What follows belongs to an exercise in optimizing a design on an open flow for small area, a short achievable clock period and few clock cycles per item; a production flow would make more cautious choices. Function was checked by simulation only, so behaviour that the tests miss may differ from the original. Power is estimated from default activity; no workload was simulated.

Setup of run A:
Design itch_decoder_top, start of the top module:
module itch_decoder_top (
    input  logic          clk,
    input  logic          rst_n,
    input  logic [511:0]  s_axis_tdata,
    input  logic [7:0]    s_axis_tkeep,
    input  logic          s_axis_tlast,
    input  logic [95:0]   s_axis_tuser,
    input  logic          s_axis_tvalid,
    output logic          s_axis_tready,
    output logic [63:0]   dec_ingress_ts,
    output logic [63:0]   dec_decode_ts,
    output logic [31:0]   dec_seq_num,
    output logic [7:0]    dec_msg_type,
    output logic [63:0]   dec_symbol_key,
    output logic [9:0]    dec_symbol_idx,
    output logic          dec_symbol_valid,
    output logic          dec_side,
    output logic [31:0]   dec_price,
    output logic [31:0]   dec_qty,
    output logic [63:0]   dec_order_id,
    output logic          dec_is_book_update,
    output logic          dec_stale,
    output logic [3:0]    dec_error_flags,
    output logic          decoded_valid,
    input  logic          decoded_ready,
    output logic [63:0]   sym_lookup_key,
    output logic          sym_lookup_valid,
    input  logic [9:0]    sym_lookup_idx,
    input  logic          sym_lookup_hit,
    input  logic          sym_lookup_ready,
    output logic [31:0]   stat_add_orders,
    output logic [31:0]   stat_executes,
    output logic [31:0]   stat_cancels,
    output logic [31:0]   stat_deletes,
    output logic [31:0]   stat_replaces,
    output logic [31:0]   stat_trades,
    output logic [31:0]   stat_unknown
);
Settings: LEC_CHECK=0, CAP_MARGIN=20, CORE_AREA=5 5 227 227, CTS_CLUSTER_DIAMETER=90, CTS_CLUSTER_SIZE=27, DIE_AREA=0 0 232 232, SETUP_SLACK_MARGIN=1.3, SLEW_MARGIN=20; clock period 3.3 ns.
standard.sh (not shown) runs the stock make flow with config.mk's settings and CLKGATE_MAP_FILE= SYNTH_SCRIPT=/design/flow/synth_recipe.tcl, a recipe that flattens the netlist after the stock synthesis.
==> flow/flow/run.sh <==
#!/bin/bash
# Own layout flow: the standard flow (standard.sh) with these changes:
#  - port buffers are buf_1 cells instead of the delay buffer buffer_ports picks by default
#    (every port still gets its own buffer);
#  - pins may sit one routing track apart, so the die can be much smaller than the pin count
#    would otherwise allow; the clock pin is placed alone mid-left (pins_pre.tcl).
# Each ORFS step logs to orfs/logs/...; standard.sh's own output goes to standard.log.
set -euo pipefail
here=$(pwd)
half=$(awk '/^export DIE_AREA/ {print ($5 + $7) / 2}' config.mk)
export BUFFER_PORTS_ARGS="-buffer_cell sky130_fd_sc_hd__buf_1"
export PLACE_PINS_ARGS="-min_distance 1 -min_distance_in_tracks -corner_avoidance 15 -exclude left:$(( ${half%.*} - 8 ))-$(( ${half%.*} + 8 ))"
export PRE_IO_PLACEMENT_TCL="$here/flow/pins_pre.tcl"
echo "PLACE_PINS_ARGS=$PLACE_PINS_ARGS" > run.log
bash standard.sh > standard.log 2>&1
==> flow/flow/pins_pre.tcl <==
# Put the clock pin alone in the middle of the left edge; place_pins keeps the
# stretch around it free (see PLACE_PINS_ARGS in run.sh), so no other pin sits
# one track from it.
set die [ord::get_die_area]
set ymid [expr {([lindex $die 1] + [lindex $die 3]) / 2.0}]
place_pin -pin_name clk -layer met3 -location [list 0.4 $ymid] -force_to_die_boundary
Run A has completed all stages; timing, DRC and antenna checks passed.
Testbench counts of run A, summed over its fixed seeds: cycles 17,920, items 16,000.
diff inputs: run A => run B
Settings: swapping 0 0 232 232 for 0 0 226 226 in DIE_AREA; putting PLACE_DENSITY at 0.68 where nothing was set; swapping 5 5 227 227 for 5 5 221 221 in CORE_AREA.
Findings:
Run B and run A ended up with nearly the same multi-input combinational area share.
Between run A and run B, the flow reports die area decreasing by a few percent.
Run B: number of placed cells counting well taps is about 1.8% lower than what run A reported.
Between run A and run B, the flow reports power density of the placed cells increasing slightly.
Summary: with run A as the reference, cell count in run B moved down slightly.
Row non-clock buffer count: run B higher / run A lower
Number of cells traversed by the worst register-to-register path delta for run B relative to run A: 1 lower
From run A to run B the numbers moved as follows: global-route usage saw an increase; design area neither gained nor lost much; buffer share of cell area increased 0.20 points.
The following lists how run C was set up differently from run B:
Settings: removing PLACE_DENSITY (formerly 0.68); changing CTS_CLUSTER_DIAMETER from 90 to 60.
Notes after the runs:
- Run C: PASS, flow complete, no timing, DRC or antenna violations
- Higher power goes to run C over run B.
- Relative to run B, critical path depth has decreased by 1 in run C.
- Run C and run B ended up with roughly the same global-route met1 utilization.
- Compared with run B, post-detailed-route via-to-cell ratio in run C decreased slightly.
- Lower wire length goes to run B over run C.
- Total global-route track usage: lower on run B
- The higher number of detailed-routing iterations run before antenna repair came out of run B.
- | non-clock buffer count | run C vs run B | about 0.8% lower |
- Looking at run C and run B, the total vias in the final route is a wash.
- Between run C and run B, it is run C whose clock power share is higher, by 5.7 points.
Relative to run C, the following input files were edited for run D:
Settings: CTS_CLUSTER_DIAMETER changed from 60 to 90.
[summary]
- NOTE routed length on met1 run C->run D increased slightly
- Going from run C to run D, sequential power held steady, minimum clock period after layout saw a decrease, upper clock frequency limit increased about 0.4%, clock buffer count dropped 15.
- Looking only at count of non-filler cells in the finished layout, and setting everything else aside, the higher value of run D and run C goes to run C.
- Run C → run D: post-layout worst setup margin +8.4 ps, proportion of cell area occupied by registers picked up an extra 0.89 points, met1 demand-to-capacity share in global routing now larger, wire length of the first global-routing pass decreased about 0.6%.
- On run D: clock share of power is 6.4 points lower than what run C gave.
Relative to run D, the following input files were edited for run E:
Settings: putting PLACE_DENSITY at 0.76 where nothing was set.
--- outcome ---
Run E: flow completed, timing, DRC and antenna clean
Run E vs run D: met2 track demand over resource down
Between run E and run D, worst clock skew is lower for run D, run E comes in above that.
Run E and run D ended up with roughly the same cell area after placement.
Of run E and run D, it is run E that has the higher via count.
Run E against run D: highest attainable clock frequency now sits higher; leakage power now sits higher; power after layout now sits higher; sequential share of layout area now sits lower; final worst hold slack now sits higher.
On run E: non-clock buffer count is 4 higher than what run D gave.
What run F does differently from run E at the input level:
Settings: a deleted PLACE_DENSITY that had been 0.76; a change of SETUP_SLACK_MARGIN from 1.3 to 1.4.
Results
- Diff run E -> run F: met1 usage went down, clock share of power went down, sequential cell count of the final layout did not really move.
- When run F is set beside run E, its fraction of the cycle the final worst path needs turns out to be 1.5 points larger.
- Run F ended up with dfrtp_1 as its critical-path cell with the highest stage delay; run E ended up with dfrtp_2.
- Run E -> run F: cell count after placement flat
- Summary of run F over run E: register fraction of the total cell area went down, final instance count without filler cells moved up, met3 track utilization from global routing fell by 2.3 points.

========
Setup of run 1:
Another version of the RTL of itch_decoder_top (not shown whole).
Size in the first run: ~1700 cells after synthesis, ~1300 I/O pins, roughly 23000 um2 of cells after synthesis.
export LEC_CHECK = 0
export CAP_MARGIN = 20
export CORE_AREA = 5 5 209 209
export CTS_CLUSTER_DIAMETER = 80
export CTS_CLUSTER_SIZE = 24
export DIE_AREA = 0 0 214 214
export SETUP_SLACK_MARGIN = 1.2
export SLEW_MARGIN = 20
create_clock -name core_clock -period 3.3 [get_ports {clk}]
==> flow/flow/run.sh <==
#!/bin/bash
# Own layout flow: the standard flow (standard.sh) with these changes:
#  - port buffers are buf_1 cells instead of the delay buffer buffer_ports picks by default
#    (every port still gets its own buffer);
#  - pins may sit one routing track apart, so the die can be much smaller than the pin count
#    would otherwise allow; the clock pin is placed alone mid-left (pins_pre.tcl).
# Each ORFS step logs to orfs/logs/...; standard.sh's own output goes to standard.log.
set -euo pipefail
here=$(pwd)
half=$(awk '/^export DIE_AREA/ {print ($5 + $7) / 2}' config.mk)
export BUFFER_PORTS_ARGS="-buffer_cell sky130_fd_sc_hd__buf_1"
export PLACE_PINS_ARGS="-min_distance 1 -min_distance_in_tracks -corner_avoidance 10 -exclude left:$(( ${half%.*} - 8 ))-$(( ${half%.*} + 8 ))"
export PRE_IO_PLACEMENT_TCL="$here/flow/pins_pre.tcl"
echo "PLACE_PINS_ARGS=$PLACE_PINS_ARGS" > run.log
bash standard.sh > standard.log 2>&1
Scripts as last shown in full above: flow/flow/pins_pre.tcl
Run 1 went all the way through the flow, and no timing, DRC or antenna check failed.
Testbench counts of run 1, summed over its fixed seeds: cycles 17,920, items 16,000.
#### Input delta (run 2 over run 1)
Settings: changing SETUP_SLACK_MARGIN from 1.2 to 1.5; changing DIE_AREA from 0 0 214 214 to 0 0 240 240; changing CORE_AREA from 5 5 209 209 to 5 5 235 235.
--- a/flow/flow/run.sh
+++ b/flow/flow/run.sh
@@ -10,5 +10,5 @@
 half=$(awk '/^export DIE_AREA/ {print ($5 + $7) / 2}' config.mk)
 export BUFFER_PORTS_ARGS="-buffer_cell sky130_fd_sc_hd__buf_1"
-export PLACE_PINS_ARGS="-min_distance 1 -min_distance_in_tracks -corner_avoidance 10 -exclude left:$(( ${half%.*} - 8 ))-$(( ${half%.*} + 8 ))"
+export PLACE_PINS_ARGS="-min_distance 1 -min_distance_in_tracks -corner_avoidance 15 -exclude left:$(( ${half%.*} - 8 ))-$(( ${half%.*} + 8 ))"
 export PRE_IO_PLACEMENT_TCL="$here/flow/pins_pre.tcl"
 echo "PLACE_PINS_ARGS=$PLACE_PINS_ARGS" > run.log
Findings:
Run 2 packs its core looser than run 1. Final area | run 2 above run 1. | overall routing resource usage | run 2 vs run 1 | 7.1 points lower |. Run 2 against run 1; wire length is up by a few percent. Where worst setup slack after layout is concerned, run 1 is outperformed by run 2. Data arrival time at the worst-slack endpoint: run 2 vs run 1 down 0.02 ns. Est. power | run 2 vs run 1 | run 2 higher. For estimated wirelength of the detail-placed design, dividing the value from run 2 by the value from run 1 gives 0.936. Between run 1 and run 2, the flow reports maximum VDD drop decreasing by more than a quarter. In the metrics for run 1 and run 2, the one carrying the higher sum of routed wire segments on met1 is run 2.
Inputs modified between run 2 and run 3:
Settings: SETUP_SLACK_MARGIN: 1.5 -> 1.0.
Notes after the runs:
- Between run 3 and run 2, it is run 3 whose delay of the slowest critical-path stage is lower, by 0.03 ns.
- The smallest hold slack of run 3 falls short of that of run 2 by 0.013 ns.
- Run comparison: run 3 critical path endpoint dec_symbol_idx[4]; run 2 critical path endpoint dec_symbol_idx[2]
- Going from run 2 to run 3, part of the power in combinational logic shrinks by 0.7 points.
Changes in run 4 relative to run 3:
Settings: DIE_AREA now 0 0 220 220, was 0 0 240 240; CORE_AREA now 5 5 215 215, was 5 5 235 235; CTS_CLUSTER_SIZE now 27, was 24; CTS_CLUSTER_DIAMETER now 90, was 80; SETUP_SLACK_MARGIN now 1.2, was 1.0.
[summary]
Compared to run 3, run 4 shows a wider setup margin. Run 3 → run 4: met2 track demand over resource now sits higher; leakage power now sits higher; timing-limited maximum frequency now sits at about the same level. Looking at clock period minus final worst setup slack, run 4 sits below run 3.
[inputs] run 5 vs run 4
Settings: a change of DIE_AREA from 0 0 220 220 to 0 0 240 240; a change of CTS_CLUSTER_SIZE from 27 to 24; a change of CTS_CLUSTER_DIAMETER from 90 to 80; a change of CORE_AREA from 5 5 215 215 to 5 5 235 235.
--- outcome ---
Run 5 finished every stage and its layout cleared the timing, DRC and antenna checks.
In run 5 relative to run 4, count of buffers not belonging to the clock network in the layout had gone up slightly.
Cmp run 5 and run 4 / core occupancy in the finished layout / lower: run 5
Per the comparison of run 5 with run 4, number of setup buffers added after CTS went down 4, clock network area share went up.
Diff run 4 -> run 5 | count of clock-buffer cells in the layout | increase of about 20%
Diff run 4 -> run 5: area of the die moved up, setup slack of the critical path after layout fell 0.012 ns, HPWL after detailed placement decreased by 9.7% relative to the old numbers.
diff inputs: run 5 => run 6
Settings: a change of DIE_AREA from 0 0 240 240 to 0 0 226 226; a change of CORE_AREA from 5 5 235 235 to 5 5 221 221.
[summary]
Min worst setup slack across run 5 and run 6: run 5
Run 6 — share of the clock period used by the worst path after layout 2.0 points lower, run 5 as reference
Of run 6 and run 5, it is run 6 that has the higher via count.
Cell area delta (run 6 -> run 5): insignificant
Sort run 5 and run 6 by switching power of the nets, ascending, and run 5 comes first.
Between run 6 and run 5, the fraction of area in registers figures differ only marginally.

========
red:
Another version of the RTL of itch_decoder_top (not shown whole).
Size in the first run: about 1700 cells after synthesis, about 0.023 sq mm of cells after synthesis.
Design itch_decoder_top, start of the top module:
module itch_decoder_top (
    input  logic          clk,
    input  logic          rst_n,
    input  logic [511:0]  s_axis_tdata,
    input  logic [7:0]    s_axis_tkeep,
    input  logic          s_axis_tlast,
    input  logic [95:0]   s_axis_tuser,
    input  logic          s_axis_tvalid,
    output logic          s_axis_tready,
    output logic [63:0]   dec_ingress_ts,
    output logic [63:0]   dec_decode_ts,
    output logic [31:0]   dec_seq_num,
    output logic [7:0]    dec_msg_type,
    output logic [63:0]   dec_symbol_key,
    output logic [9:0]    dec_symbol_idx,
    output logic          dec_symbol_valid,
    output logic          dec_side,
    output logic [31:0]   dec_price,
    output logic [31:0]   dec_qty,
    output logic [63:0]   dec_order_id,
    output logic          dec_is_book_update,
    output logic          dec_stale,
    output logic [3:0]    dec_error_flags,
    output logic          decoded_valid,
    input  logic          decoded_ready,
    output logic [63:0]   sym_lookup_key,
    output logic          sym_lookup_valid,
    input  logic [9:0]    sym_lookup_idx,
    input  logic          sym_lookup_hit,
  ...
clock: 3.3 ns
lec_check: 0
cap_margin: 20
core_area: 5 5 235 235
cts_buf_list: sky130_fd_sc_hd__clkbuf_4 sky130_fd_sc_hd__clkbuf_8
die_area: 0 0 240 240
setup_slack_margin: 1.2
slew_margin: 20
==> flow/flow/run.sh <==
#!/bin/bash
# Own layout flow: the standard flow (standard.sh) with these changes:
#  - port buffers are buf_1 cells instead of the delay buffer buffer_ports picks by default
#    (every port still gets its own buffer);
#  - pins may sit one routing track apart, so the die can be much smaller than the pin count
#    would otherwise allow; the clock pin is placed alone mid-left (pins_pre.tcl).
# Each ORFS step logs to orfs/logs/...; standard.sh's own output goes to standard.log.
set -euo pipefail
here=$(pwd)
half=$(awk '/^export DIE_AREA/ {print ($5 + $7) / 2}' config.mk)
export BUFFER_PORTS_ARGS="-buffer_cell sky130_fd_sc_hd__buf_1"
export PLACE_PINS_ARGS="-min_distance 1 -min_distance_in_tracks -corner_avoidance 15 -exclude left:$(( ${half%.*} - 8 ))-$(( ${half%.*} + 8 ))"
export PRE_IO_PLACEMENT_TCL="$here/flow/pins_pre.tcl"
echo "PLACE_PINS_ARGS=$PLACE_PINS_ARGS" > run.log
bash standard.sh > standard.log 2>&1
Scripts as last shown in full above: flow/flow/pins_pre.tcl
Testbench counts of red, summed over its fixed seeds: cycles 17,920, items 16,000.
[inputs] blue vs red
Settings: a deleted CTS_BUF_LIST that had been sky130_fd_sc_hd__clkbuf_4 sky130_fd_sc_hd__clkbuf_8; an added CTS_CLUSTER_SIZE of 30; an added CTS_CLUSTER_DIAMETER of 100.
diff --git a/flow/flow/run.sh b/flow/flow/run.sh
--- a/flow/flow/run.sh
+++ b/flow/flow/run.sh
@@ -2,3 +2,3 @@
 # Own layout flow: the standard flow (standard.sh) with these changes:
-#  - port buffers are buf_1 cells instead of the delay buffer buffer_ports picks by default
+#  - port buffers are buf_2 cells instead of the delay buffer buffer_ports picks by default
 #    (every port still gets its own buffer);
@@ -10,3 +10,3 @@
 half=$(awk '/^export DIE_AREA/ {print ($5 + $7) / 2}' config.mk)
-export BUFFER_PORTS_ARGS="-buffer_cell sky130_fd_sc_hd__buf_1"
+export BUFFER_PORTS_ARGS="-buffer_cell sky130_fd_sc_hd__buf_2"
 export PLACE_PINS_ARGS="-min_distance 1 -min_distance_in_tracks -corner_avoidance 15 -exclude left:$(( ${half%.*} - 8 ))-$(( ${half%.*} + 8 ))"
--- outcome ---
- blue went all the way through the flow, and no timing, DRC or antenna check failed.
- red → blue: part of the total power dissipated in the clock network fell 12 points, post-layout instance area rose 210 sq um, sequential power about even.
- Compared with red, blue supports a higher clock frequency.
- Delta (blue minus red): wire length went up 1.2%; all-layer global routing usage barely changed; sequential portion of the cell area dropped 0.36 points.
[inputs] green vs blue
Settings: CTS_CLUSTER_SIZE no longer set, was 30; CTS_CLUSTER_DIAMETER no longer set, was 100.
### Flow results
The synthesized area on blue is in line with that on green. Any difference in number of synthesized flops with an enable pin between blue and green is small enough to ignore. Any difference in combinational power between green and blue is small enough to ignore. green against blue: multi-input combinational cell area roughly the same; sum of negative setup slack comparable. Share of the final layout cell area in sequential cells was higher in blue than in green. Compared to blue, the router laid down more metal wire for green.

-- re-timing with driven ports --
How much do the figures lean on ideal ports? The routed layouts below were timed once more, with nothing changed but the port constraints. Step 1 assumes that a clkbuf_16 drives the clock port and a buf_2 every other input. Step 2 also shifts input and output timing later by t, the mid clock arrival at the registers, as if the neighbouring blocks saw the same clock. a / b / c = ideal ports / drivers / drivers and shift; a / b = the first two.
run | t (ns) | setup slack, ns | worst hold slack (ns)
run A | 0.648 | 1.196 / 1.150 / 0.688 | 0.141 / 0.130 / 0.461
run B | 0.635 | 1.245 / 1.202 / 0.585 | 0.148 / 0.138 / 0.462
run C | 0.629 | 1.184 / 1.139 / 0.749 | 0.128 / 0.128 / 0.462
run D | 0.637 | 1.192 / 1.148 / 0.712 | 0.130 / 0.129 / 0.461
run E | 0.647 | 1.240 / 1.193 / 0.791 | 0.209 / 0.235 / 0.463
run F | 0.643 | 1.190 / 1.147 / 0.827 | 0.152 / 0.136 / 0.460
run 1 | 0.652 | 1.025 / 0.983 / 0.602 | 0.056 / 0.044 / 0.474
run 2 | 0.617 | 1.041 / 0.999 / 0.508 | 0.137 / 0.129 / 0.486
run 3 | 0.613 | 1.028 / 0.986 / 0.454 | 0.124 / 0.111 / 0.470
run 4 | 0.634 | 1.033 / 0.989 / 0.585 | 0.206 / 0.192 / 0.475
run 5 | 0.659 | 1.021 / 0.978 / 0.568 | 0.187 / 0.172 / 0.476
run 6 | 0.602 | 1.088 / 1.045 / 0.588 | 0.220 / 0.221 / 0.468
red | 0.704 | 0.856 / 0.856 / 0.337 | 0.143 / 0.136 / 0.469
blue | 0.619 | 0.915 / 0.870 / 0.498 | 0.089 / 0.088 / 0.470
green | 0.641 | 0.905 / 0.862 / 0.427 | 0.081 / 0.078 / 0.463
After both steps setup and hold are still met in every run listed. The setup slack of run B, which loses most, moves by -0.043 ns with the drivers and by -0.660 ns with both steps.
